Source: an optimization exercise on an open RTL-to-GDS flow (aim: small area). Production flows keep margins and buffers that such runs may drop.
Only simulation tests tie the RTL to the original design; equivalence was not proved.

<file path="design/flow/design.v">
`timescale 1ns/1ps
module password_fsm(
    input CLK,              
    input RESET,
    input key_pulse,
    input [3:0] key_value,
    input lock_signal,      
    output reg [15:0] digit_mask,
    output reg pw_ok,
    output reg is_frozen,
    output reg [7:0] led_out 
);
    reg [3:0] pw_mem [3:0];
    reg [3:0] input_pw [3:0];
    reg [2:0] press_cnt;
    reg is_open;
    reg [1:0]  fail_cnt;      
    reg [27:0] freeze_timer;  
    reg [23:0] safe_timer; 
    parameter FREEZE_TIME = 28'd192_000; 
    parameter ONE_SEC = 28'd24_000;
    always @(posedge CLK or posedge RESET) begin
        if(RESET) begin
            press_cnt    <= 0;
            pw_ok        <= 0;
            is_open      <= 0;
            digit_mask   <= 16'hFFFF;
            safe_timer   <= 0;
            fail_cnt     <= 0;
            is_frozen    <= 0;
            freeze_timer <= 0;
            led_out      <= 8'hFF; 
            pw_mem[0] <= 4'd1; pw_mem[1] <= 4'd2;
            pw_mem[2] <= 4'd3; pw_mem[3] <= 4'd4;
        end
        else begin
            if(safe_timer < 24'd5_000) begin
                safe_timer <= safe_timer + 1;
            end
            else if(is_frozen) begin
                freeze_timer <= freeze_timer + 1;
                digit_mask   <= 16'hFFFF; 
                pw_ok        <= 0;
                if      (freeze_timer < ONE_SEC * 1) led_out <= 8'b00000000;  
                else if (freeze_timer < ONE_SEC * 2) led_out <= 8'b10000000;  
                else if (freeze_timer < ONE_SEC * 3) led_out <= 8'b11000000;  
                else if (freeze_timer < ONE_SEC * 4) led_out <= 8'b11100000;
                else if (freeze_timer < ONE_SEC * 5) led_out <= 8'b11110000;
                else if (freeze_timer < ONE_SEC * 6) led_out <= 8'b11111000;
                else if (freeze_timer < ONE_SEC * 7) led_out <= 8'b11111100;
                else                                 led_out <= 8'b11111110;  
                if(freeze_timer >= FREEZE_TIME) begin
                    is_frozen    <= 0;
                    fail_cnt     <= 0; 
                    freeze_timer <= 0;
                    press_cnt    <= 0; 
                    led_out      <= 8'hFF;  
                end
            end
            else if(is_open) begin
                 led_out <= 8'hFF;
                 if(lock_signal) begin
                    is_open    <= 0;
                    pw_ok      <= 0;
                    digit_mask <= 16'hFFFF; 
                    press_cnt  <= 0;
                    fail_cnt   <= 0; 
                 end
                 else begin
                    digit_mask <= 16'h0000;
                    pw_ok      <= 1;
                 end
            end
            else if(key_pulse) begin
                led_out <= 8'hFF;
                if(press_cnt >= 4) begin
                    press_cnt  <= 1;
                    digit_mask <= 16'h0FFF;
                    input_pw[0]<= key_value;
                    pw_ok      <= 0;
                end
                else begin
                    input_pw[press_cnt] <= key_value;
                    press_cnt <= press_cnt + 1;
                    case(press_cnt)
                        0: digit_mask <= 16'h0FFF;
                        1: digit_mask <= 16'h00FF;
                        2: digit_mask <= 16'h000F;
                        3: digit_mask <= 16'h0000;
                    endcase
                    if(press_cnt == 3) begin
                        if( input_pw[0] == pw_mem[0] &&
                            input_pw[1] == pw_mem[1] &&
                            input_pw[2] == pw_mem[2] &&
                            key_value   == pw_mem[3] ) begin
                            pw_ok    <= 1;
                            is_open  <= 1;
                            fail_cnt <= 0; 
                        end
                        else begin
                            pw_ok <= 0;
                            if(fail_cnt >= 2) begin
                                is_frozen    <= 1; 
                                freeze_timer <= 0;
                                press_cnt    <= 0; 
                                digit_mask   <= 16'hFFFF;
                                led_out      <= 8'h00; 
                            end
                            else begin
                                fail_cnt <= fail_cnt + 1; 
                            end
                        end
                    end
                end
            end
        end
    end
endmodule
`timescale 1ns / 1ps
module fnd_display(
    input CLK,
    input RESET,
    input [15:0] digit_mask,
    output reg [3:0] FND_COM,
    output reg [7:0] FND_DATA
);
    reg [15:0] cnt64k;
    reg [1:0] cnt4;
    always @(posedge CLK or posedge RESET) begin
        if (RESET)
            cnt64k <= 0;
        else if(cnt64k == 16'hffff)
            cnt64k <= 0;
        else
            cnt64k <= cnt64k + 1;
    end
    always @(posedge CLK or posedge RESET) begin
        if (RESET)
            cnt4 <= 0;
        else if(cnt64k == 16'hffff)
            cnt4 <= cnt4 + 1;
    end
    always @ (*) begin
        case(cnt4)
            2'b00: FND_COM = 4'b1000;
            2'b01: FND_COM = 4'b0100;
            2'b10: FND_COM = 4'b0010;
            2'b11: FND_COM = 4'b0001;
        endcase
    end
    function [7:0] encode;
        input [3:0] num;
        begin
            case(num)
                4'd0: encode = 8'b00000011;  
                default: encode = 8'b11111111;  
            endcase
        end
    endfunction
    always @ (*) begin
        case(cnt4)
            2'b00: FND_DATA = encode(digit_mask[15:12]);
            2'b01: FND_DATA = encode(digit_mask[11:8]);
            2'b10: FND_DATA = encode(digit_mask[7:4]);
            2'b11: FND_DATA = encode(digit_mask[3:0]);
        endcase
    end
endmodule
`timescale 1ns / 1ps
module textlcd(
    input        RESET,      
    input        CLK,        
    input        pw_ok,      
    input        is_frozen,    
    input [3:0]  key_value,   
    output wire  LCD_RS,      
    output wire  LCD_RW,      
    output reg   LCD_EN,      
    output wire [7:0] LCD_DATA
);
    reg [31:0]  cnt;      
    reg [10:0]  delay_lcdclk;
    reg [5:0]   count_lcd;
    reg [127:0] line_1;
    reg [127:0] line_2;
    reg [8:0]   set_data;
    reg [7:0]   key_ascii; 
    always @ (posedge CLK or posedge RESET) begin
        if (RESET) cnt <= 25'd0;
        else if (cnt < 25'd23999999) cnt <= cnt + 25'd1;
        else cnt <= 25'd0;
    end
    always @(*) begin
        if (key_value < 10) key_ascii = 8'h30 + key_value;
        else key_ascii = 8'h41 + (key_value - 10);
    end
    always @(posedge RESET or posedge CLK) begin
        if(RESET) begin
            delay_lcdclk <= 11'd0; count_lcd <= 6'd0; LCD_EN <= 1'b0;
        end else begin
            if (delay_lcdclk < 11'd2000) delay_lcdclk <=  delay_lcdclk + 11'd1;
            else delay_lcdclk <= 11'd0;
            if (delay_lcdclk == 11'd0) begin
                if (count_lcd < 6'd40) count_lcd <= count_lcd + 6'd1;
                else count_lcd <= 6'd7;
            end
            if (delay_lcdclk == 11'd200) LCD_EN <= 1'b1;
            else if (delay_lcdclk == 11'd1800) LCD_EN <= 1'b0;
        end
    end
    always @(*) begin
        if (RESET) begin
            line_1 <= {"ENTER PASSWORD  "}; 
            line_2 <= {"                "};
        end
        else if (is_frozen) begin
            line_1 <= {"   !! FREEZE !! "};
            line_2 <= {"   TRY LATER    "};
        end
        else if (pw_ok) begin
            line_1 <= {"      OPEN      "};
            line_2 <= {"                "};
        end
        else begin
            line_1 <= {"ENTER PASSWORD  "};
            line_2 <= {"KEY VALUE : ", key_ascii, "   "}; 
        end
    end
    always @(posedge RESET or posedge CLK) begin
        if (RESET) set_data <= 9'd0;
        else begin
            case (count_lcd)
                6'd0  : set_data <= {1'b0, 8'h38}; 
                6'd1  : set_data <= {1'b0, 8'h38}; 
                6'd2  : set_data <= {1'b0, 8'h0e}; 
                6'd3  : set_data <= {1'b0, 8'h06}; 
                6'd4  : set_data <= {1'b0, 8'h02}; 
                6'd5  : set_data <= {1'b0, 8'h01}; 
                6'd6  : set_data <= {1'b0, 8'h80}; 
                6'd7  : set_data <= {1'b1, line_1[127:120]};
                6'd8  : set_data <= {1'b1, line_1[119:112]};
                6'd9  : set_data <= {1'b1, line_1[111:104]};
                6'd10 : set_data <= {1'b1, line_1[103:96]};
                6'd11 : set_data <= {1'b1, line_1[95:88]};
                6'd12 : set_data <= {1'b1, line_1[87:80]};
                6'd13 : set_data <= {1'b1, line_1[79:72]};
                6'd14 : set_data <= {1'b1, line_1[71:64]};
                6'd15 : set_data <= {1'b1, line_1[63:56]};
                6'd16 : set_data <= {1'b1, line_1[55:48]};
                6'd17 : set_data <= {1'b1, line_1[47:40]};
                6'd18 : set_data <= {1'b1, line_1[39:32]};
                6'd19 : set_data <= {1'b1, line_1[31:24]};
                6'd20 : set_data <= {1'b1, line_1[23:16]};
                6'd21 : set_data <= {1'b1, line_1[15:8]};
                6'd22 : set_data <= {1'b1, line_1[7:0]};
                6'd23 : set_data <= {1'b0, 8'hc0}; 
                6'd24 : set_data <= {1'b1, line_2[127:120]};     
                6'd25 : set_data <= {1'b1, line_2[119:112]};
                6'd26 : set_data <= {1'b1, line_2[111:104]};
                6'd27 : set_data <= {1'b1, line_2[103:96]};
                6'd28 : set_data <= {1'b1, line_2[95:88]};  
                6'd29 : set_data <= {1'b1, line_2[87:80]};
                6'd30 : set_data <= {1'b1, line_2[79:72]};
                6'd31 : set_data <= {1'b1, line_2[71:64]};
                6'd32 : set_data <= {1'b1, line_2[63:56]};     
                6'd33 : set_data <= {1'b1, line_2[55:48]};
                6'd34 : set_data <= {1'b1, line_2[47:40]};
                6'd35 : set_data <= {1'b1, line_2[39:32]};
                6'd36 : set_data <= {1'b1, line_2[31:24]};     
                6'd37 : set_data <= {1'b1, line_2[23:16]};
                6'd38 : set_data <= {1'b1, line_2[15:8]};
                6'd39 : set_data <= {1'b1, line_2[7:0]};
                default : set_data <= {1'b0, 8'h02};
            endcase
        end
    end
    assign LCD_RS = set_data[8];
    assign LCD_RW = 1'b0;
    assign LCD_DATA = set_data[7:0];
endmodule
`timescale 1ns / 1ps
module door_lock_motor(
    input        CLK,        
    input        RESET,
    input        TRIGGER,     
    output reg [3:0] MOTOR_OUT,
    output reg   sequence_done 
);
    parameter SPEED_DELAY = 100; 
    parameter ROTATE_STEPS = 512; 
    parameter WAIT_DELAY = 24000;
    reg [2:0] state;
    parameter S_IDLE  = 3'd0;
    parameter S_LEFT  = 3'd1; 
    parameter S_WAIT  = 3'd2; 
    parameter S_RIGHT = 3'd3; 
    parameter S_STOP  = 3'd4; 
    reg [31:0] clk_cnt;   
    reg [31:0] step_cnt;  
    reg [2:0]  phase_idx; 
    always @(*) begin
        case (phase_idx)
            3'd0: MOTOR_OUT = 4'b1001;
            3'd1: MOTOR_OUT = 4'b1010;
            3'd2: MOTOR_OUT = 4'b0110;
            3'd3: MOTOR_OUT = 4'b0101;
            default: MOTOR_OUT = 4'b0000;
        endcase
    end
    always @(posedge CLK or posedge RESET) begin
        if (RESET) begin
            state     <= S_IDLE;
            clk_cnt   <= 0;
            step_cnt  <= 0;
            phase_idx <= 0;
            sequence_done <= 0;
        end
        else begin
            case (state)
                S_IDLE: begin
                    sequence_done <= 0; 
                    if (TRIGGER) begin
                        state    <= S_LEFT;
                        clk_cnt  <= 0;
                        step_cnt <= 0;
                    end
                end
                S_LEFT: begin
                    clk_cnt <= clk_cnt + 1;
                    if (clk_cnt >= SPEED_DELAY) begin
                        clk_cnt <= 0;
                        phase_idx <= phase_idx + 1;
                        if (phase_idx == 3) phase_idx <= 0;
                        step_cnt <= step_cnt + 1;
                        if (step_cnt >= ROTATE_STEPS) begin
                            state <= S_WAIT; 
                            clk_cnt <= 0;
                        end
                    end
                end
                S_WAIT: begin
                    clk_cnt <= clk_cnt + 1;
                    if (clk_cnt >= WAIT_DELAY) begin
                        state    <= S_RIGHT;
                        clk_cnt  <= 0;
                        step_cnt <= 0;
                    end
                end
                S_RIGHT: begin
                    clk_cnt <= clk_cnt + 1;
                    if (clk_cnt >= SPEED_DELAY) begin
                        clk_cnt <= 0;
                        if (phase_idx == 0) phase_idx <= 3;
                        else phase_idx <= phase_idx - 1;
                        step_cnt <= step_cnt + 1;
                        if (step_cnt >= ROTATE_STEPS) begin
                            state <= S_STOP; 
                        end
                    end
                end
                S_STOP: begin
                    sequence_done <= 1;
                    if (!TRIGGER) begin 
                        state <= S_IDLE;
                        sequence_done <= 0;
                    end
                end
            endcase
        end
    end
endmodule
`timescale 1ns / 1ps
module buzzer_ctrl(
    input CLK,              
    input RESET,
    input trigger_open,     
    input trigger_freeze,   
    output reg BUZZER       
);
    parameter [15:0] NOTE_DO      = 16'd117;   
    parameter [15:0] NOTE_MI      = 16'd93;    
    parameter [15:0] NOTE_SOL     = 16'd78;    
    parameter [15:0] NOTE_HIGH_DO = 16'd58;    
    parameter [15:0] NOTE_ALARM   = 16'd52;    
    parameter [15:0] SILENCE      = 16'd0;     
    reg [2:0] state;
    parameter S_IDLE        = 3'd0;
    parameter S_PLAY_OPEN   = 3'd1;
    parameter S_PLAY_FREEZE = 3'd2;
    parameter S_DONE        = 3'd3; 
    reg [15:0] tone_cnt;      
    reg [15:0] tone_max;      
    reg [27:0] duration_cnt;  
    reg [2:0]  note_index;    
    parameter TIME_0_1S = 28'd2_400;
    parameter TIME_0_2S = 28'd4_800;
    always @(posedge CLK or posedge RESET) begin
        if (RESET) begin
            tone_cnt <= 0;
            BUZZER   <= 1;  
        end
        else begin
            if (tone_max == 0) begin
                BUZZER   <= 1;  
                tone_cnt <= 0;
            end
            else begin
                if (tone_cnt >= tone_max) begin
                    tone_cnt <= 0;
                    BUZZER <= ~BUZZER;
                end
                else begin
                    tone_cnt <= tone_cnt + 1;
                end
            end
        end
    end
    always @(posedge CLK or posedge RESET) begin
        if (RESET) begin
            state        <= S_IDLE;
            duration_cnt <= 0;
            note_index   <= 0;
            tone_max     <= SILENCE;
        end
        else begin
            case (state)
                S_IDLE: begin
                    tone_max <= SILENCE;
                    duration_cnt <= 0;
                    note_index <= 0;
                    if (trigger_freeze) begin
                        state <= S_PLAY_FREEZE;
                    end
                    else if (trigger_open) begin
                        state <= S_PLAY_OPEN;
                    end
                end
                S_PLAY_OPEN: begin
                    duration_cnt <= duration_cnt + 1;
                    if (duration_cnt >= TIME_0_1S) begin
                        duration_cnt <= 0;
                        note_index <= note_index + 1;
                    end
                    case (note_index)
                        0: tone_max <= NOTE_DO;
                        1: tone_max <= NOTE_MI;
                        2: tone_max <= NOTE_SOL;
                        3: tone_max <= NOTE_HIGH_DO;
                        4: begin 
                            tone_max <= SILENCE;
                            state <= S_DONE; 
                           end
                    endcase
                end
                S_PLAY_FREEZE: begin
                    if (!trigger_freeze) begin
                        state <= S_IDLE;
                    end
                    else begin
                        duration_cnt <= duration_cnt + 1;
                        if (duration_cnt < TIME_0_2S) 
                            tone_max <= NOTE_ALARM; 
                        else if (duration_cnt < (TIME_0_2S * 2)) 
                            tone_max <= SILENCE;    
                        else 
                            duration_cnt <= 0;      
                    end
                end
                S_DONE: begin
                    tone_max <= SILENCE;
                    if (!trigger_open) begin
                        state <= S_IDLE;
                    end
                end
            endcase
        end
    end
endmodule
`timescale 1ns / 1ps
module top(
    input clock_12MHz,
    input RESET,
    input [8:0] KEY,      
    input Mode_Switch,
    output [7:0] LED,
    output [3:0] MOTOR_OUT, 
    output [3:0] FND_COM,
    output [7:0] FND_DATA,
    output BUZZER,
    output LCD_RS,
    output LCD_RW,
    output LCD_EN,
    output [7:0] LCD_DATA
);
    wire clock_24MHz = clock_12MHz;
    reg [17:0] debounce_cnt; 
    reg [8:0] key_filtered;    
    always @(posedge clock_24MHz or posedge RESET) begin
        if(RESET) begin
            debounce_cnt <= 0;
            key_filtered <= 9'd0;
        end
        else begin
            debounce_cnt <= debounce_cnt + 1;
            if (debounce_cnt == 18'd240) begin
                debounce_cnt <= 0;
                key_filtered <= KEY; 
            end
        end
    end
    reg [8:0] key_prev;
    always @(posedge clock_24MHz or posedge RESET) begin
        if(RESET) key_prev <= 9'd0;
        else      key_prev <= key_filtered; 
    end
    wire [8:0] key_edge_bus = (key_filtered & ~key_prev);
    wire key_pulse = |key_edge_bus; 
    reg [3:0] key_value_fsm;
    always @(*) begin
        key_value_fsm = 4'd0;
        if      (key_filtered[0]) key_value_fsm = 4'd1;
        else if (key_filtered[1]) key_value_fsm = 4'd2;
        else if (key_filtered[2]) key_value_fsm = 4'd3;
        else if (key_filtered[3]) key_value_fsm = 4'd4;
        else if (key_filtered[4]) key_value_fsm = 4'd5;
        else if (key_filtered[5]) key_value_fsm = 4'd6;
        else if (key_filtered[6]) key_value_fsm = 4'd7;
        else if (key_filtered[7]) key_value_fsm = 4'd8;
        else if (key_filtered[8]) key_value_fsm = 4'd9;
    end
    reg [3:0] key_value_lcd;
    always @(posedge clock_24MHz or posedge RESET) begin
        if(RESET) key_value_lcd <= 4'd0;
        else if(key_pulse) key_value_lcd <= key_value_fsm; 
    end
    wire [15:0] digit_mask;
    wire pw_ok;
    wire motor_finish_flag; 
    wire is_frozen_flag;
    password_fsm PWFSM(
        .CLK(clock_24MHz),
        .RESET(RESET),
        .key_pulse(key_pulse), 
        .key_value(key_value_fsm), 
        .lock_signal(motor_finish_flag), 
        .digit_mask(digit_mask),
        .pw_ok(pw_ok),
        .is_frozen(is_frozen_flag),
        .led_out(LED)
    );
    fnd_display FND(
        .CLK(clock_24MHz),
        .RESET(RESET),
        .digit_mask(digit_mask),
        .FND_COM(FND_COM),
        .FND_DATA(FND_DATA)
    );
    textlcd LCD(
        .RESET(RESET),
        .CLK(clock_24MHz),
        .pw_ok(pw_ok),
        .is_frozen(is_frozen_flag),
        .key_value(key_value_lcd),
        .LCD_RS(LCD_RS),
        .LCD_RW(LCD_RW),
        .LCD_EN(LCD_EN),
        .LCD_DATA(LCD_DATA)
    );
    door_lock_motor MOTOR(
        .CLK(clock_24MHz),
        .RESET(RESET),
        .TRIGGER(pw_ok),
        .MOTOR_OUT(MOTOR_OUT),
        .sequence_done(motor_finish_flag) 
    );
    buzzer_ctrl BUZZER_UNIT(
        .CLK(clock_24MHz),
        .RESET(RESET),
        .trigger_open(pw_ok),
        .trigger_freeze(is_frozen_flag),  
        .BUZZER(BUZZER)
    );
endmodule
</file>
<file path="design/flow/constraint.sdc">
create_clock -name core_clock -period 10.0 [get_ports {clock_12MHz}]
set_input_delay 2.0000 -clock core_clock [delete_from_list [all_inputs] [get_ports {clock_12MHz}]]
set_output_delay 2.0000 -clock core_clock [all_outputs]
set_load 0.01 [all_outputs]
</file>
<file path="design/flow/run.sh">
#!/bin/bash
# synth_recipe.tcl (not shown) runs the flow's synth.tcl, then flattens the netlist and writes it again
# the make line also repeats each setting of config.mk as NAME=value (left out here)
make -C /OpenROAD-flow-scripts/flow DESIGN_CONFIG=/design/flow/config.mk WORK_HOME=/design/flow/orfs CLKGATE_MAP_FILE= SYNTH_SCRIPT=/design/flow/synth_recipe.tcl finish
</file>
<file path="design/flow/config.mk">
export PLATFORM = sky130hd
export DESIGN_NAME = top
export DESIGN_NICKNAME = top
export VERILOG_FILES = /design/flow/design.v
export SDC_FILE = /design/flow/constraint.sdc
export NUM_CORES = 4
export LEC_CHECK = 0
export CAP_MARGIN = 20
export CORE_MARGIN = 2
export CORE_UTILIZATION = 40
export SLEW_MARGIN = 20
</file>
==> run notes <==
[layer usage]
layer	wire, um	vias up
met5	0	-
met4	807	0
met3	1690	61
met2	15900	272
met1	17000	6086
li1	-	6246
[layout by cell type (no fill, tap or decap), types with 12 or more instances in the layout]
cell type,netlist,layout
nand2b_1,20,20
nor2b_1,14,14
clkdlybuf4s50_1,0,43
edfxtp_1,12,12
or3_1,13,13
nor4_1,34,34
xor2_1,68,68
inv_1,77,76
nand4_1,46,46
a21oi_1,87,86
nand2_1,149,149
o31ai_1,20,20
nand3_1,101,101
nor3_1,40,40
dfstp_2,25,25
clkbuf_16,0,39
ha_1,56,56
and3_1,41,41
nor2_1,221,220
a21o_1,20,20
xnor2_1,42,42
o21ai_0,106,105
a31oi_1,35,35
dfrtp_1,272,272
[cell families (layout without fill, tap and decap cells)]
kind of cell,Yosys count,count (layout),synth area share (%)
AND/OR/NAND/NOR,723,723,21.6
AO/OA/AOI/OAI,372,372,14.5
flip-flops,309,309,48.1
buffers and inverters,170,200,4.30
XOR/XNOR,110,110,5.92
adder cells (fa/ha/maj),56,56,4.31
multiplexers,18,18,1.19
other,2,11,0.0462
[metrics by stage]
stage	instance area (sq um)	util, %
after floorplan	16300	-
after global placement	17100	42.8
after detailed placement	17100	42.8
after CTS	18300	45.8
after global routing	18300	45.9
final	18300	45.9
[worst register-to-register path, delay by kind of cell, from the launching register on]
kind | cells | cell delay, ps
compound gates | 3 | 620
buf+inv | 1 | 260
flops | 1 | 520
simple gates | 4 | 1450
[power breakdown]
part,switching [mW],internal (mW)
logic,0.0261,0.00610
registers,0.000436,1.26
clock network,0.528,0.770
[synth_stat cells, drive strengths merged (41+ instances only)]
cell / count / share of area, %
and3: 41 / 1.6
nand3: 101 / 3.1
o21ai: 110 / 3.4
nor2: 222 / 5.2
inv: 77 / 1.8
nor3: 43 / 1.4
xnor2: 42 / 2.3
ha: 56 / 4.3
xor2: 68 / 3.7
a21oi: 87 / 2.7
dfrtp: 272 / 42
nand2: 149 / 3.4
clkbuf: 71 / 1.6
nand4: 46 / 1.8
[worst max path at each step]
stage	startpoint	to	slack (ps)	depth (start not counted)
after floorplan	RESET	LCD.set_data[1]	1140	8
after global placement	RESET	LCD.set_data[1]	4440	8
after detailed placement	RESET	LCD.set_data[1]	4470	8
after CTS	RESET	LCD.set_data[1]	5030	8
after global routing	RESET	LCD.set_data[1]	4740	8
final	RESET	LCD.set_data[1]	5050	8
[layout make-up]
| class | instances | area share (%) |
|---|---|---|
| Sequential cell | 309 | 42.7 |
| Clock inverter | 12 | 0.396 |
| Multi-Input combinational cell | 1290 | 42.6 |
| Timing Repair Buffer | 55 | 3.04 |
| Inverter | 77 | 1.60 |
| Tap cell | 525 | 3.59 |
| Clock buffer | 56 | 6.06 |
[flip-flops by register name, summed over array words and instances (netlist names), 4 cells and up]
signal / cells
LCD.set_data: 9
MOTOR.clk_cnt: 32
debounce_cnt: 18
key_filtered: 9
key_prev: 9
LCD.delay_lcdclk: 11
PWFSM.input_pw: 12
BUZZER_UNIT.tone_max: 7
PWFSM.digit_mask: 16
MOTOR.step_cnt: 32
BUZZER_UNIT.duration_cnt: 28
key_value_lcd: 4
BUZZER_UNIT.tone_cnt: 16
PWFSM.led_out: 8
FND.cnt64k: 16
LCD.count_lcd: 6
PWFSM.safe_timer: 24
PWFSM.freeze_timer: 28
==> impl_metrics.env <==
export IMPL_status="no timing/DRC/antenna violations"
export IMPL_whs_ps=375
export IMPL_finalHoldViolCount=0
export IMPL_synth_area_per_cell_sq_um=9.24
export IMPL_crit_path_start_kind="input pin"
export IMPL_finalCritPeriodShare_pct=49.5
export IMPL_power_mw=2.59
export IMPL_path_buf_inv=2
export IMPL_clk_pin_slew_ps=50
export IMPL_dp_final_hpwl_mm=23.1
export IMPL_synth_distinct_cells=78
export IMPL_fmax_ghz=0.202
export IMPL_grt_max_degree=187
export IMPL_synthesis_area_sq_um=16300
export IMPL_synth_edf_count=12
export IMPL_drt_pass1_iter_count=5
export IMPL_cts_root_buffer="clkbuf_16"
export IMPL_r2r_end="MOTOR.state[0]"
export IMPL_yosysWarningCount=8
export IMPL_portBuffers=43
export IMPL_cts_tree="done"
export IMPL_ff_latch_area_sq_um=7820
export IMPL_cpPeakStageDelay_ps=840
export IMPL_cp_required_ps=10420
export IMPL_totalWireLength_mm=35.3
export IMPL_cp_end_kind="flop"
export IMPL_relSlewSlack_pct=37.0
export IMPL_r2r_start="MOTOR.state[2]"
export IMPL_synthCells=1760
export IMPL_area_growth_pct=12.6
export IMPL_crit_family="buffers and inverters"
export IMPL_overflow=0
export IMPL_synth_seq_cells=309
export IMPL_vias_per_cell=5.45
export IMPL_period_needed_ps=4950
export IMPL_ios=48
export IMPL_worstHoldPathType="flop to flop"
export IMPL_grt_pass1_wl_mm=60.4
export IMPL_met3_usage_pct=3.28
export IMPL_pre_cts_ws_ps=4470
export IMPL_ys_flop_type="dfrtp_1"
export IMPL_cts_resized=0
export IMPL_clock_latency_ps=540
export IMPL_cts_htree_levels=2
export IMPL_met1_usage_pct=24.1
export IMPL_holdBufCountCts=0
export IMPL_numCtsBuffers=38
export IMPL_crit_path_top_delay_cell="clkinvlp_4"
export IMPL_ant_nets=0
export IMPL_hold_path_startpoint="PWFSM.safe_timer[14]"
export IMPL_dieWidth_um=206
export IMPL_drive_gt1_share_pct=7.17
export IMPL_multi_input_area_sq_um=7800
export IMPL_antenna_found_initial=0
export IMPL_async_flop_share_pct=96.1
export IMPL_crit_arrival_ps=5370
export IMPL_r2r_cells=8
export IMPL_postCtsSetupBuffers=0
export IMPL_power_density_nw_per_um2=141
export IMPL_drv_slew=0
export IMPL_gp_congestion=0.907
export IMPL_fin_ws_ps=5050
export IMPL_worst_slew_pin_slew_ps=945
export IMPL_fin_tns_setup_ps=0
export IMPL_met2_usage_pct=26.8
export IMPL_initial_core_util_pct=40.8
export IMPL_rsz0062_at_grt="false"
export IMPL_drt_initial_drc_count=614
export IMPL_min_path_cells=0
export IMPL_fin_cells=2324
export IMPL_drc=0
export IMPL_maxCapViolations=0
export IMPL_grt_pass1_vias=12200
export IMPL_crit_chain="clkdlybuf4s50_1 -> clkinvlp_4 -> nand2_1 -> o22ai_1 -> a221o_1 -> a21oi_1 -> nand4_1 -> a31o_2"
export IMPL_rows=73
export IMPL_vias=12700
export IMPL_n_fill_cell=3734
export IMPL_fin_skew_ps=22.0
export IMPL_yosysSeqAreaShare_pct=48.1
export IMPL_grtUsageTotal_pct=17.2
export IMPL_dpl_cell_count=2255
export IMPL_antennaDiodeCount=0
export IMPL_core_area_sq_um=39900
export IMPL_ir_worst_vdd_mv=0.101
export IMPL_cts_buffer_depth=3
export IMPL_routedWlPerCell_um=15.2
export IMPL_p_leak_nw=7.88
export IMPL_cp_max_fo=37
export IMPL_die_h_um=206
export IMPL_grt_busiest_layer="met2"
export IMPL_floorplan_die_area_sq_um=42300
export IMPL_setup_viol=0
export IMPL_nets=1839
export IMPL_crit_type="input pin to flop"
export IMPL_worst_hold_path_endpoint="PWFSM.safe_timer[14]"
export IMPL_cts_sinks=309
export IMPL_r2r_slack_ps=7060

## re-timing with driven ports
How much do the figures lean on ideal ports? The routed layout below was timed once more, with nothing changed but the port constraints.
Step 1 assumes that a clkbuf_16 drives the clock port and a buf_2 every other input.
Step 2 moves the port delays by t, midway between the first and last clock arrival at a register: inputs arrive t later, outputs are due t later. That takes back most of the time a late clock gives input paths.
a / b / c = ideal ports / drivers / drivers and shift; a / b = the first two.
t, ns: 0.583
slack for setup (ns): 5.048 / 5.077 / 4.494
hold slack, ns: 0.375 / 0.375 / 0.375
worst register clock-pin slew, ns: 0.06 / 0.06
pins driven straight from the clock port: 1
After both steps setup and hold are still met in this run. The setup slack of this run moves by +0.029 ns with the drivers and by -0.554 ns with both steps.
